This design comes from an exercise in tuning for small area, a short achievable clock period and few clock cycles per item on the open sky130 flow, not from production work.
The RTL was checked by simulation tests, not by an equivalence proof against the original design.
Power figures rest on the tool's default switching activity, not on a simulated workload.

## the previous run
==> flow/design.v <==
`timescale 1ns / 1ps
module montgomery(
  input           clk,
  input           resetn,
  input           start,
  input  [380:0]  in_a,
  input  [380:0]  in_b,
  input  [380:0]  in_m,
  input           out_read,
  output [380:0]  result,
  output reg      done
);
  localparam W = 386;    
  reg  [383:0] S;        
  reg  [383:0] C;        
  reg          corr;     
  reg        m_it;       
  reg        m_rs;       
  reg        first;      
  reg        safe;       
  reg  [7:0] cnt;        
  reg        d_one, d_two, d_neg;        
  reg        q_one, q_two, q_neg;        
  reg        k_one, y_neg;               
  reg        n_hi, n_lo, cur_hi;         
  reg  [2:0]   b_lo;
  reg  [3:0]   m_lo;
  reg  [4:0]   m_hi;
  wire [W-1:0] Bx = {{(W-381){1'b0}}, in_b[380:3], b_lo};
  wire [W-1:0] Mx = {{(W-381){1'b0}}, in_m[380:4], m_lo};
  wire [1:0]   u     = S[383:382] + C[383:382];
  wire [W-1:0] S_ext = {{(W-383){u[1]}}, u[0], S[381:0]};
  wire [W-1:0] C_ext = {{(W-382){1'b0}}, C[381:0]};
  wire [W-1:0] S_in = m_it ? S_ext : m_rs ? {S_ext[W-3:0], 2'b00} : {W{1'b0}};
  wire [W-1:0] C_in = m_it ? C_ext : m_rs ? {C_ext[W-3:0], 2'b00} : {W{1'b0}};
  wire [W-1:0] Zoc = (({W{d_one}} & Bx) | ({W{d_two}} & {Bx[W-2:0], 1'b0})) ^ {W{d_neg}};
  wire [W-1:0] X;
  assign X[0]       = corr & m_it;
  assign X[1]       = Zoc[0];
  assign X[2]       = Zoc[1] | (corr & m_rs);
  assign X[W-1:3]   = Zoc[W-2:2];
  wire [W-1:0] Ysel = ({W{q_one}} & Mx) | ({W{q_two}} & {Mx[W-2:0], 1'b0})
                    | ({W{k_one}} & {Mx[W-3:0], 2'b00});
  wire [W-1:0] Y;
  assign Y[0]     = q_one;
  assign Y[1]     = Ysel[1] ^ q_neg;
  assign Y[2]     = (Ysel[2] & ~k_one) ^ q_neg | k_one;
  assign Y[W-1:3] = Ysel[W-1:3] ^ {(W-3){y_neg}};
  wire [W-1:0] sum1 = S_in ^ C_in ^ X;
  wire [W-1:0] cy1  = {(S_in[W-2:0] & C_in[W-2:0]) | (S_in[W-2:0] & X[W-2:0]) | (C_in[W-2:0] & X[W-2:0]), d_neg};
  wire [W-1:0] P    = sum1 ^ cy1 ^ Y;
  wire [W-1:0] Q    = {(sum1[W-2:0] & cy1[W-2:0]) | (sum1[W-2:0] & Y[W-2:0]) | (cy1[W-2:0] & Y[W-2:0]), d_neg};
  wire [383:0] S_next = P[W-1:2];
  wire [383:0] C_next = Q[W-1:2];
  wire         corr_next = P[1] | P[0];
  wire         cz     = ~|C[381:0];
  wire         sgn    = u[1];
  wire last = (cnt == 8'd192);
  wire go   = ~m_it & ~m_rs & start;
  function [2:0] booth(input hi, input lo, input pr);
    begin
      booth[0] = lo ^ pr;                            
      booth[1] = (hi & ~lo & ~pr) | (~hi & lo & pr);  
      booth[2] = hi & ~(lo & pr);                     
    end
  endfunction
  wire [2:0] nd = m_it ? booth(n_hi, n_lo, cur_hi) : booth(in_a[1], in_a[0], 1'b0);
  wire [511:0] ax = {131'b0, in_a};
  wire [7:0]   cnt_next = go ? 8'd2 : cnt + 8'd1;
  wire [3:0]   o_next   = m_it ? cnt[3:0] + 4'd1 : 4'd2;
  reg  [11:0]  g_hi, g_lo;
  integer gi;
  always @(posedge clk) begin
    for (gi = 0; gi < 12; gi = gi + 1) begin
      g_hi[gi] <= ax[{gi[3:0], o_next, 1'b1}];
      g_lo[gi] <= ax[{gi[3:0], o_next, 1'b0}];
    end
  end
  wire a_hi = g_hi[cnt[7:4]];
  wire a_lo = g_lo[cnt[7:4]];
  wire [1:0] t0;
  assign t0[0] = P[2] ^ Q[2] ^ corr_next;
  assign t0[1] = ((P[2] & Q[2]) | (P[2] & corr_next) | (Q[2] & corr_next))
               ^ P[3] ^ Q[3] ^ (nd[0] & b_lo[0]);
  wire [1:0] qq = m_it ? {t0[1] ^ (t0[0] & ~m_lo[1]), t0[0]}
                       : {in_a[0] & in_b[0], 1'b0};
  wire [8:0] vh   = {1'b0, ~S_ext[383], S_ext[382:376]} + {3'd0, C[381:376]} + 9'd1;
  wire conf   = m_hi[4];
  wire est_hi = conf & (vh >= {4'd4, m_hi});             
  wire est_lo = conf & (vh <= 9'd127);                     
  wire to_it = go | (m_it & ~last);
  always @(posedge clk) begin
    S    <= S_next;
    C    <= C_next;
    corr <= corr_next;
    n_hi   <= m_it ? a_hi : in_a[3];
    n_lo   <= m_it ? a_lo : in_a[2];
    cur_hi <= m_it ? n_hi : in_a[1];
    if (~m_it & ~m_rs) begin
      b_lo <= in_b[2:0];
      m_lo <= in_m[3:0];
      m_hi <= in_m[380:376];
    end
  end
  always @(posedge clk or negedge resetn) begin
    if (!resetn) begin
      m_it <= 1'b0; m_rs <= 1'b0; first <= 1'b0; safe <= 1'b0; done <= 1'b0;
      cnt <= 8'd0;
      d_one <= 1'b0; d_two <= 1'b0; d_neg <= 1'b0;
      q_one <= 1'b0; q_two <= 1'b0; q_neg <= 1'b0;
      k_one <= 1'b0; y_neg <= 1'b0;
    end else begin
      d_one <= to_it & nd[0];
      d_two <= to_it & nd[1];
      d_neg <= to_it & nd[2];
      q_one <= to_it & qq[0];
      q_two <= to_it & (qq == 2'd2);
      q_neg <= to_it & (qq == 2'd3);
      cnt   <= cnt_next;
      k_one <= 1'b0;
      y_neg <= to_it & (qq == 2'd3);
      if (go) begin
        m_it <= 1'b1;
      end else if (m_it) begin
        if (last) begin
          m_it  <= 1'b0;
          m_rs  <= 1'b1;
          first <= 1'b1;
        end
      end else if (m_rs & ~done) begin
        if (first) begin
          first <= 1'b0;
          safe  <= conf;
          k_one <= est_hi | est_lo;
          y_neg <= est_hi;
        end else if (cz & ~k_one) begin
          if (sgn) begin
            k_one <= 1'b1;
            safe  <= 1'b1;
          end else if (safe) begin
            done  <= 1'b1;
          end else begin
            k_one <= 1'b1;
            y_neg <= 1'b1;
            safe  <= 1'b1;
          end
        end
      end else if (done & out_read) begin
        done <= 1'b0;
        m_rs <= 1'b0;
      end
    end
  end
  assign result = S[380:0];
endmodule
clock: 10.0 ns
lec_check: 0
cap_margin: 40
core_margin: 2
core_utilization: 50
slew_margin: 40
standard.sh (not shown) runs the stock make flow with config.mk's settings and CLKGATE_MAP_FILE= SYNTH_SCRIPT=/design/flow/synth_recipe.tcl, a recipe that flattens the netlist after the stock synthesis.
==> flow/flow/run.sh <==
#!/bin/bash
set -euo pipefail
export BUFFER_PORTS_ARGS="-buffer_cell sky130_fd_sc_hd__buf_1"
export SETUP_SLACK_MARGIN=7.0
bash standard.sh finish > standard_flow.log 2>&1
The previous run terminated abnormally: I/O pin placement (3_2_place_iop) reported PPL-0024.
Testbench counts of the previous run, summed over its fixed seeds: cycles 38,216, items 192.
For the current run, these inputs were changed with respect to the previous run:
==> flow/flow/run.sh <==
#!/bin/bash
# Standard ORFS layout (the standard.sh), with these changes:
#  - the port buffers are buf_1 cells instead of buffer_ports' default pick;
set -euo pipefail
export BUFFER_PORTS_ARGS="-buffer_cell sky130_fd_sc_hd__buf_1"
export SETUP_SLACK_MARGIN=6.5
bash standard.sh cts > standard_flow.log 2>&1
export SETUP_SLACK_MARGIN=6.62
bash standard.sh finish > standard_flow_finish.log 2>&1
diff --git a/flow/config.mk b/flow/config.mk
--- a/flow/config.mk
+++ b/flow/config.mk
@@ -6,6 +6,8 @@
 export NUM_CORES = 8
 export LEC_CHECK = 0
-export CAP_MARGIN = 40
+export CAP_MARGIN = 20
 export CORE_MARGIN = 2
-export CORE_UTILIZATION = 50
-export SLEW_MARGIN = 40
+export CORE_UTILIZATION = 30
+export CTS_CLUSTER_DIAMETER = 100
+export CTS_CLUSTER_SIZE = 20
+export SLEW_MARGIN = 20
[summary]
The flow did not stop early for the current run: all stages ran, and the layout cleared the timing, design-rule and antenna checks. Height of the chip (the previous run / the current run): 0.78. Chip width: the current run > the previous run. Cmp the current run vs the previous run: number of rows created at floorplan higher in the current run.


Setup of the reference run:
// montgomery: RTL as listed in full above, without the edits since
export LEC_CHECK = 0
export CAP_MARGIN = 40
export CORE_MARGIN = 2
export CORE_UTILIZATION = 30
export CTS_CLUSTER_DIAMETER = 60
export CTS_CLUSTER_SIZE = 30
export SLEW_MARGIN = 40
create_clock -name core_clock -period 10.0 [get_ports {clk}]
==> flow/flow/run.sh <==
#!/bin/bash
set -euo pipefail
export BUFFER_PORTS_ARGS="-buffer_cell sky130_fd_sc_hd__buf_1"
export SETUP_SLACK_MARGIN=7.0
bash standard.sh finish > standard_flow.log 2>&1
Testbench counts of the reference run, summed over its fixed seeds: cycles 38,216, items 192.
#### Input delta (the trial run over the reference run)
Settings: a change of CTS_CLUSTER_DIAMETER from 60 to 100; a change of SLEW_MARGIN from 40 to 20; a change of CTS_CLUSTER_SIZE from 30 to 20; a change of CAP_MARGIN from 40 to 20.
==> flow/flow/run.sh <==
#!/bin/bash
set -euo pipefail
export BUFFER_PORTS_ARGS="-buffer_cell sky130_fd_sc_hd__buf_1"
export SETUP_SLACK_MARGIN=6.6
bash standard.sh finish > standard_flow.log 2>&1
[summary]
- The trial run ended with every stage complete and zero timing, DRC or antenna violations.
- Looking at endpoint of the worst setup timing path, the result[253] result is from the reference run; the k_one one comes from the trial run.
- The reference run → the trial run: met3 capacity usage during global routing shrank by 1.5 points; number of stages on the worst hold path held steady; leakage power summed over all cells now sits lower; total wire length after detailed routing went down 4.6%.
- Wire length of the first global-routing pass ended up 22 mm lower on the trial run than on the reference run.
- Critical setup path kind = reg2reg: the trial run; critical setup path kind = reg2out: the reference run


Starts from the design.v that is shown in full above.
Settings: LEC_CHECK=0, CAP_MARGIN=20, CORE_MARGIN=2, CORE_UTILIZATION=30, CTS_CLUSTER_DIAMETER=100, CTS_CLUSTER_SIZE=20, SLEW_MARGIN=20; clock period 10.0 ns.
==> flow/flow/run.sh <==
#!/bin/bash
set -euo pipefail
export BUFFER_PORTS_ARGS="-buffer_cell sky130_fd_sc_hd__buf_1"
export SETUP_SLACK_MARGIN=6.5
bash standard.sh finish > standard_flow.log 2>&1
Testbench counts at the start, summed over its fixed seeds: cycles 38,216, items 192.
Edit:
CAP_MARGIN = 40   (was 20)
CTS_CLUSTER_DIAMETER = not set   (was 100)
CTS_CLUSTER_SIZE = not set   (was 20)
SLEW_MARGIN = 40   (was 20)
What happened: The new run passed the timing, design-rule and antenna checks; sequential power is about the same; die area does not change; hold slack is about the same.
Edit:
==> flow/flow/run.sh (replaced) <==
#!/bin/bash
set -euo pipefail
export BUFFER_PORTS_ARGS="-buffer_cell sky130_fd_sc_hd__buf_1"
export SETUP_SLACK_MARGIN=7.0
bash standard.sh finish > standard_flow.log 2>&1
=> The changed run completed with no timing, DRC or antenna violations; via count went up by 6.3%; routed wire length went up by 8.7%; combinational power went up by 17%.
Edit:
==> flow/flow/run.sh (replaced) <==
#!/bin/bash
set -euo pipefail
export BUFFER_PORTS_ARGS="-buffer_cell sky130_fd_sc_hd__buf_1"
export SETUP_SLACK_MARGIN=6.3
bash standard.sh finish > standard_flow.log 2>&1
CAP_MARGIN = 20   (was 40)
CTS_CLUSTER_DIAMETER = 100   (was not set)
CTS_CLUSTER_SIZE = 20   (was not set)
SLEW_MARGIN = 20   (was 40)
Result: Area after synthesis does not change; synthesized cell count is unchanged; design area drops by 14%.
Edit:
==> flow/flow/run.sh (replaced) <==
#!/bin/bash
set -euo pipefail
export BUFFER_PORTS_ARGS="-buffer_cell sky130_fd_sc_hd__buf_1"
export SETUP_SLACK_MARGIN=6.4
bash standard.sh finish > standard_flow.log 2>&1
Effect:
- register-to-register slack improves by 0.13 ns
- non-clock buffer count goes up by 2
- critical path depth came out lower by 6
- via count is about the same
- final area is about the same

## port drivers added, routing unchanged
No port has a modelled driver above. Below, the same layouts with a new extraction and two added sets of constraints.
Step 1 (the two cells are an assumption about what drives the block):
set clk [get_ports {clk}]
set_driving_cell -lib_cell sky130_fd_sc_hd__clkbuf_16 $clk
set_driving_cell -lib_cell sky130_fd_sc_hd__buf_2 [delete_from_list [all_inputs] $clk]
Step 2 adds t to the input delays and takes it off the output delays; t is the mean of the earliest and latest rising clock arrival at the registers after step 1. Input paths then give back, and output paths get back, about the clock's delay inside the block.
Three values: no drivers, after step 1, after step 2; two values: the first two.
| run | t, ns | slack for setup (ns) | worst hold slack (ns) | latest minus earliest clock arrival (ns) | worst data-port slew with drivers (ns) |
|---|---|---|---|---|---|
| the current run | 0.802 | 6.573 / 6.479 / 5.956 | 0.512 / 0.512 / 0.512 | 0.053 / 0.053 | 0.41 |
| the reference run | 0.859 | 6.636 / 6.539 / 6.100 | 0.482 / 0.482 / 0.482 | 0.068 / 0.068 | 0.44 |
| the trial run | 0.819 | 6.590 / 6.511 / 5.746 | 0.489 / 0.489 / 0.489 | 0.072 / 0.072 | 0.54 |
| the first run of note 3 | 0.801 | 6.419 / 6.406 / 5.957 | 0.512 / 0.512 / 0.512 | 0.057 / 0.057 | 0.40 |
| the second run of note 3 | 0.855 | 6.463 / 6.420 / 5.919 | 0.509 / 0.509 / 0.509 | 0.048 / 0.049 | 0.40 |
| the third run of note 3 | 0.861 | 6.641 / 6.544 / 6.061 | 0.490 / 0.490 / 0.490 | 0.069 / 0.069 | 0.46 |
| the fourth run of note 3 | 0.800 | 6.289 / 6.192 / 5.898 | 0.514 / 0.514 / 0.514 | 0.053 / 0.053 | 0.42 |
| the fifth run of note 3 | 0.799 | 6.372 / 6.276 / 5.884 | 0.516 / 0.516 / 0.516 | 0.059 / 0.059 | 0.38 |
After both steps every run listed still meets setup and hold. The setup slack of the trial run, which loses most, moves by -0.079 ns with the drivers and by -0.844 ns with both steps.
